What follows belongs to an exercise in optimizing a design on an open flow for small area; a production flow would make more cautious choices.
Where RTL was checked, it was by simulation tests only, not by an equivalence proof against the original.
No activity file was given, so power comes from the tool's default toggle rates.

Setup of job 454:
## main
module main
(
    input   CLK100MHZ,
    input   RESET,
    input   [2:0] SW,
    input BTNU, BTND, BTNC,
    output  CLK_LED,
    output  LED16_R,
    output  LED16_G,
    output  LED16_B,
    output [7:0] AN,
    output [7:0] SEG
);
==> module button, before the edit <==
module button (input clk, input rst, input pin, output q);
    localparam [13:0] SEED      = 14'b10111010000111;
    localparam [13:0] LAST      = 14'b11111001101111;
    localparam [13:0] LAST_MASK = 14'b01110101111111;
    localparam [13:0] INV       = 14'b10101010101010;
    reg        s0_n, s1_n;
    wire       s0 = ~s0_n;
    reg        r_q;
    reg [13:0] r;
    wire [13:0] timer = r ^ INV;
    wire rising = s0 & s1_n;
    wire last   = ((timer & LAST_MASK) == (LAST & LAST_MASK));
    always @(posedge clk) s1_n <= s0_n;
    always @(posedge clk) begin
        if (rst) begin
            s0_n  <= 1'b1;
            r_q   <= 1'b0;
            r     <= INV;
        end else begin
            s0_n <= ~pin;
            r_q <= last & s0;
            if (rising)
                r <= SEED ^ INV;
            else if (last)
                r <= INV;
            else
                r <= {timer[12:0], timer[13] ^ timer[0]} ^ INV;
        end
    end
    assign q = r_q;
endmodule
==> module four_digit_display, before the edit <==
module four_digit_display (
    input        i_clk,
    input        i_rst,
    input  [4:0] i_lvl,
    output [7:0] o_cathode,
    output [3:0] o_anode
);
    localparam [9:0] START     = 10'b1110111110;
    localparam [9:0] LAST      = 10'b0110111111;
    localparam [9:0] LAST_MASK = 10'b0110111111;
    localparam [9:0] INV       = 10'b1010101010;
    localparam [3:0] S_RESET = 4'd10, S_ONES = 4'd14, S_THOUSANDS = 4'd11;
    localparam [63:0]  ANODES   = {4'b1011, 4'b1110, 4'b1011, 4'b1011, 4'b0111, 4'b0000, 4'b1101, 4'b1101, 4'b1101, 4'b1101, 4'b1101, 4'b1101, 4'b1101, 4'b1101, 4'b1101, 4'b1101};
    localparam [111:0] CATHODES = {7'b0100100, 7'b1000000, 7'b1111001, 7'b1000000, 7'b1000000, 7'b1000000, 7'b0011000, 7'b0000000, 7'b1111000, 7'b0000010, 7'b0010010, 7'b0011001, 7'b0110000, 7'b0100100, 7'b1111001, 7'b1000000};
    localparam [31:0]  NEXT     = {2'd1, 2'd2, 2'd1, 2'd1, 2'd3, 2'd3, 2'd0, 2'd0, 2'd0, 2'd0, 2'd0, 2'd0, 2'd0, 2'd0, 2'd0, 2'd0};
    localparam [127:0] TENS     = {4'd11, 4'd10, 4'd9, 4'd8, 4'd7, 4'd6, 4'd5, 4'd4, 4'd3, 4'd2, 4'd1, 4'd0, 4'd9, 4'd8, 4'd7, 4'd6, 4'd5, 4'd4, 4'd3, 4'd2, 4'd1, 4'd0, 4'd9, 4'd8, 4'd7, 4'd6, 4'd5, 4'd4, 4'd3, 4'd2, 4'd1, 4'd0};
    localparam [127:0] HUNDREDS = {4'd15, 4'd15, 4'd15, 4'd15, 4'd15, 4'd15, 4'd15, 4'd15, 4'd15, 4'd15, 4'd15, 4'd15, 4'd13, 4'd13, 4'd13, 4'd13, 4'd13, 4'd13, 4'd13, 4'd13, 4'd13, 4'd13, 4'd12, 4'd12, 4'd12, 4'd12, 4'd12, 4'd12, 4'd12, 4'd12, 4'd12, 4'd12};
    reg [9:0] r;
    wire [9:0] timer = r ^ INV;
    reg       half;
    reg [3:0] state;
    wire last = ((timer & LAST_MASK) == (LAST & LAST_MASK));
    wire step = last & ~half;
    always @(posedge i_clk) begin
        if (i_rst | last)
            r <= START ^ INV;
        else
            r <= {timer[8:0], ~(timer[9] ^ timer[6])} ^ INV;
        if (i_rst)
            half <= 1'b0;
        else if (last)
            half <= ~half;
    end
    wire [1:0] next = NEXT[state * 2 +: 2];
    always @(posedge i_clk) begin
        if (i_rst) begin
            state <= S_RESET;
        end else begin
            if (step) begin
                case (next)
                    2'd0: state <= HUNDREDS[i_lvl * 4 +: 4];
                    2'd1: state <= S_THOUSANDS;
                    2'd2: state <= TENS[i_lvl * 4 +: 4];
                    2'd3: state <= S_ONES;
                endcase
            end
        end
    end
    assign o_anode   = ANODES[state * 4 +: 4];
    assign o_cathode = {1'b1, CATHODES[state * 7 +: 7]};
endmodule
clock: 10.0 ns
lec_check: 0
cap_margin: 20
core_margin: 2
core_utilization: 40
cts_buf_list: sky130_fd_sc_hd__clkbuf_8
cts_cluster_size: 50
slew_margin: 20
standard.sh (not shown) runs the stock make flow with config.mk's settings and CLKGATE_MAP_FILE= SYNTH_SCRIPT=/design/flow/synth_recipe.tcl, a recipe that flattens the netlist after the stock synthesis.
==> flow/flow/run.sh <==
#!/bin/bash
# Layout flow.
# 1. the standard synthesis (standard.sh synth).
# 2. Its combinational logic re-mapped for area by ABC with each script in
#    flow/abc/ (registers and tie cells kept: same instances, names and
#    cells); the smallest netlist that yosys proves equivalent to the
#    standard one is used (if none is, the standard netlist is kept).
# 3. the standard layout from the floorplan on (standard.sh finish), with
#    these settings passed to its steps: ports buffered with buf_1 rather than
#    clkdlybuf4s50_1; one tie cell shared by the constant outputs; and clock
#    tree synthesis with clkbuf_8 and without dummy loads.
# Each tool's output goes to a log file of its own in this folder.
set -uo pipefail
R=orfs/results/$FLOW_PLATFORM/main/base
bash standard.sh synth > 1_standard_synth.log 2>&1 || exit 1
cp $R/1_2_yosys.v synth_standard.v

for f in flow/abc/*.abc; do
    b=$(basename $f .abc)
    mkdir -p reabc_$b
    cp synth_standard.v reabc_$b/
    (cd reabc_$b && REABC_SCRIPT=$PWD/../$f yosys -c ../flow/reabc.tcl > ../2_reabc_$b.log 2>&1) &
    while (( $(jobs -rp | wc -l) >= ${NUM_CORES:-4} )); do sleep 1; done
done
wait
: > netlist_choice.log
for b in $(for d in reabc_*; do
               a=$(awk '/Chip area/ {print $NF}' $d/stat_after.txt 2>/dev/null)
               [ -n "$a" ] && [ -f $d/synth_reabc.v ] && echo "$a ${d#reabc_}"
           done | sort -g | awk '{print $2}'); do
    a=$(awk '/Chip area/ {print $NF}' reabc_$b/stat_after.txt)
    if (cd reabc_$b && yosys -c ../flow/eq.tcl > ../3_equiv_$b.log 2>&1); then
        cp reabc_$b/synth_reabc.v $R/1_2_yosys.v
        rm -f $R/1_synth.odb
        echo "re-mapped netlist from flow/abc/$b.abc used ($a um2)" >> netlist_choice.log
        break
    fi
    echo "flow/abc/$b.abc: not proven equivalent, skipped" >> netlist_choice.log
done
[ -s netlist_choice.log ] && grep -q used netlist_choice.log || echo "standard netlist used" >> netlist_choice.log

bash standard.sh \
    BUFFER_PORTS_ARGS="-inputs -outputs -buffer_cell sky130_fd_sc_hd__buf_1" \
    SKIP_REPAIR_TIE_FANOUT=1 \
    CTS_ARGS="-sink_clustering_enable -repair_clock_nets -sink_clustering_size 50 -buf_list sky130_fd_sc_hd__clkbuf_8 -dont_use_dummy_load" \
    finish > 4_standard_layout.log 2>&1
Other scripts of this flow, unchanged in this note and not shown: flow/flow/abc/a1.abc, flow/flow/abc/a2.abc, flow/flow/abc/a3.abc, flow/flow/abc/a4.abc, flow/flow/abc/a5.abc, flow/flow/abc/a6.abc, flow/flow/abc/a7.abc, flow/flow/eq.tcl, flow/flow/reabc.tcl
## Diff of input files: job 7193 against job 454
--- a/flow/design.v
+++ b/flow/design.v
@@ -3,21 +3,20 @@
     localparam [13:0] LAST      = 14'b11111001101111;
     localparam [13:0] LAST_MASK = 14'b01110101111111;
     localparam [13:0] INV       = 14'b10101010101010;
-    reg        s0_n, s1_n;
-    wire       s0 = ~s0_n;
+    reg        s0, s1;
     reg        r_q;
     reg [13:0] r;
     wire [13:0] timer = r ^ INV;
-    wire rising = s0 & s1_n;
+    wire rising = s0 & ~s1;
     wire last   = ((timer & LAST_MASK) == (LAST & LAST_MASK));
-    always @(posedge clk) s1_n <= s0_n;
+    always @(posedge clk) s1 <= s0;
     always @(posedge clk) begin
         if (rst) begin
-            s0_n  <= 1'b1;
+            s0    <= 1'b0;
             r_q   <= 1'b0;
             r     <= INV;
         end else begin
-            s0_n <= ~pin;
+            s0  <= pin;
             r_q <= last & s0;
             if (rising)
                 r <= SEED ^ INV;
@@ -99,45 +98,35 @@
     output [7:0] o_cathode,
     output [3:0] o_anode
 );
-    localparam [9:0] START     = 10'b1110111110;
-    localparam [9:0] LAST      = 10'b0110111111;
-    localparam [9:0] LAST_MASK = 10'b0110111111;
-    localparam [9:0] INV       = 10'b1010101010;
+    localparam [10:0] RST_STATE  = 11'b10001010110;
+    localparam [10:0] WRAP_STATE = 11'b01000110100;
+    localparam [10:0] LAST       = 11'b11110011111;
+    localparam [10:0] LAST_MASK  = 11'b11110101111;
     localparam [3:0] S_RESET = 4'd10, S_ONES = 4'd14, S_THOUSANDS = 4'd11;
     localparam [63:0]  ANODES   = {4'b1011, 4'b1110, 4'b1011, 4'b1011, 4'b0111, 4'b0000, 4'b1101, 4'b1101, 4'b1101, 4'b1101, 4'b1101, 4'b1101, 4'b1101, 4'b1101, 4'b1101, 4'b1101};
     localparam [111:0] CATHODES = {7'b0100100, 7'b1000000, 7'b1111001, 7'b1000000, 7'b1000000, 7'b1000000, 7'b0011000, 7'b0000000, 7'b1111000, 7'b0000010, 7'b0010010, 7'b0011001, 7'b0110000, 7'b0100100, 7'b1111001, 7'b1000000};
     localparam [31:0]  NEXT     = {2'd1, 2'd2, 2'd1, 2'd1, 2'd3, 2'd3, 2'd0, 2'd0, 2'd0, 2'd0, 2'd0, 2'd0, 2'd0, 2'd0, 2'd0, 2'd0};
-    localparam [127:0] TENS     = {4'd11, 4'd10, 4'd9, 4'd8, 4'd7, 4'd6, 4'd5, 4'd4, 4'd3, 4'd2, 4'd1, 4'd0, 4'd9, 4'd8, 4'd7, 4'd6, 4'd5, 4'd4, 4'd3, 4'd2, 4'd1, 4'd0, 4'd9, 4'd8, 4'd7, 4'd6, 4'd5, 4'd4, 4'd3, 4'd2, 4'd1, 4'd0};
+    localparam [127:0] TENS     = {4'd9, 4'd9, 4'd9, 4'd9, 4'd9, 4'd9, 4'd5, 4'd4, 4'd3, 4'd2, 4'd1, 4'd0, 4'd9, 4'd8, 4'd7, 4'd6, 4'd5, 4'd4, 4'd3, 4'd2, 4'd1, 4'd0, 4'd9, 4'd8, 4'd7, 4'd6, 4'd5, 4'd4, 4'd3, 4'd2, 4'd1, 4'd0};
     localparam [127:0] HUNDREDS = {4'd15, 4'd15, 4'd15, 4'd15, 4'd15, 4'd15, 4'd15, 4'd15, 4'd15, 4'd15, 4'd15, 4'd15, 4'd13, 4'd13, 4'd13, 4'd13, 4'd13, 4'd13, 4'd13, 4'd13, 4'd13, 4'd13, 4'd12, 4'd12, 4'd12, 4'd12, 4'd12, 4'd12, 4'd12, 4'd12, 4'd12, 4'd12};
-    reg [9:0] r;
-    wire [9:0] timer = r ^ INV;
-    reg       half;
-    reg [3:0] state;
-    wire last = ((timer & LAST_MASK) == (LAST & LAST_MASK));
-    wire step = last & ~half;
-    always @(posedge i_clk) begin
-        if (i_rst | last)
-            r <= START ^ INV;
-        else
-            r <= {timer[8:0], ~(timer[9] ^ timer[6])} ^ INV;
-        if (i_rst)
-            half <= 1'b0;
-        else if (last)
-            half <= ~half;
-    end
+    reg [10:0] timer;
+    reg [3:0]  state;
+    wire step = ((timer & LAST_MASK) == (LAST & LAST_MASK));
     wire [1:0] next = NEXT[state * 2 +: 2];
     always @(posedge i_clk) begin
         if (i_rst) begin
+            timer <= RST_STATE;
             state <= S_RESET;
         end else begin
             if (step) begin
+                timer <= WRAP_STATE;
                 case (next)
                     2'd0: state <= HUNDREDS[i_lvl * 4 +: 4];
                     2'd1: state <= S_THOUSANDS;
                     2'd2: state <= TENS[i_lvl * 4 +: 4];
                     2'd3: state <= S_ONES;
                 endcase
-            end
+            end else
+                timer <= {timer[9:0], timer[10] ^ timer[8]};
         end
     end
     assign o_anode   = ANODES[state * 4 +: 4];
==> comparison <==
No stage failed in job 7193, and the final checks on the layout all came back clean. Taking job 454 as the reference, in job 7193 final cell count without fillers +2; vertical extent of the die +0.84%. From job 454 to job 7193 the numbers moved as follows: die area rose by 1.7%, number of cells produced by synthesis rose by 0.74%. Job 7193 against job 454: number of placed instances, taps included picked up an extra about 0.37%; critical path depth lost 2; power lost about 1.9%; maximum cell stage delay along the critical path lost 0.02 ns; clock power share picked up an extra 0.5 points. On relative area of clock buffers and inverters in the final design, job 7193 and job 454 are neck and neck. Job 7193: non-clock buffer total of the final layout 1 below job 454. The higher area of the core came out of job 7193. Register fraction of the total cell area was lower in the run labelled job 7193. | sequential power | job 454 vs job 7193 | ≈ equal |.
No functional check of the RTL was part of job 7193.

-- static timing again, ports no longer ideal --
In the flow no input, the clock included, has a driving cell. The finished layouts below were timed again as built, in two steps.
Step 1 sets driving cells, clkbuf_16 on the clock port and buf_2 on the other inputs (assumed; they add their load-dependent delay and slew).
Step 2 moves the port delays by t, midway between the first and last clock arrival at a register: inputs arrive t later, outputs are due t later. That takes back most of the time a late clock gives input paths.
Three values: ideal, step 1, step 2; two values: the first two.
| run | t (ns) | slack for setup (ns) | hold WS [ns] | latest minus earliest clock arrival (ns) | worst data-port slew with drivers (ns) |
|---|---|---|---|---|---|
| job 454 | 0.369 | 6.089 / 6.060 / 6.108 | 0.367 / 0.367 / 0.367 | 0.033 / 0.034 | 0.03 |
| job 7193 | 0.372 | 6.171 / 6.140 / 6.062 | 0.376 / 0.376 / 0.376 | 0.025 / 0.025 | 0.05 |
After both steps every run listed still meets setup and hold. The setup slack of job 7193, which loses most, moves by -0.031 ns with the drivers and by -0.109 ns with both steps.
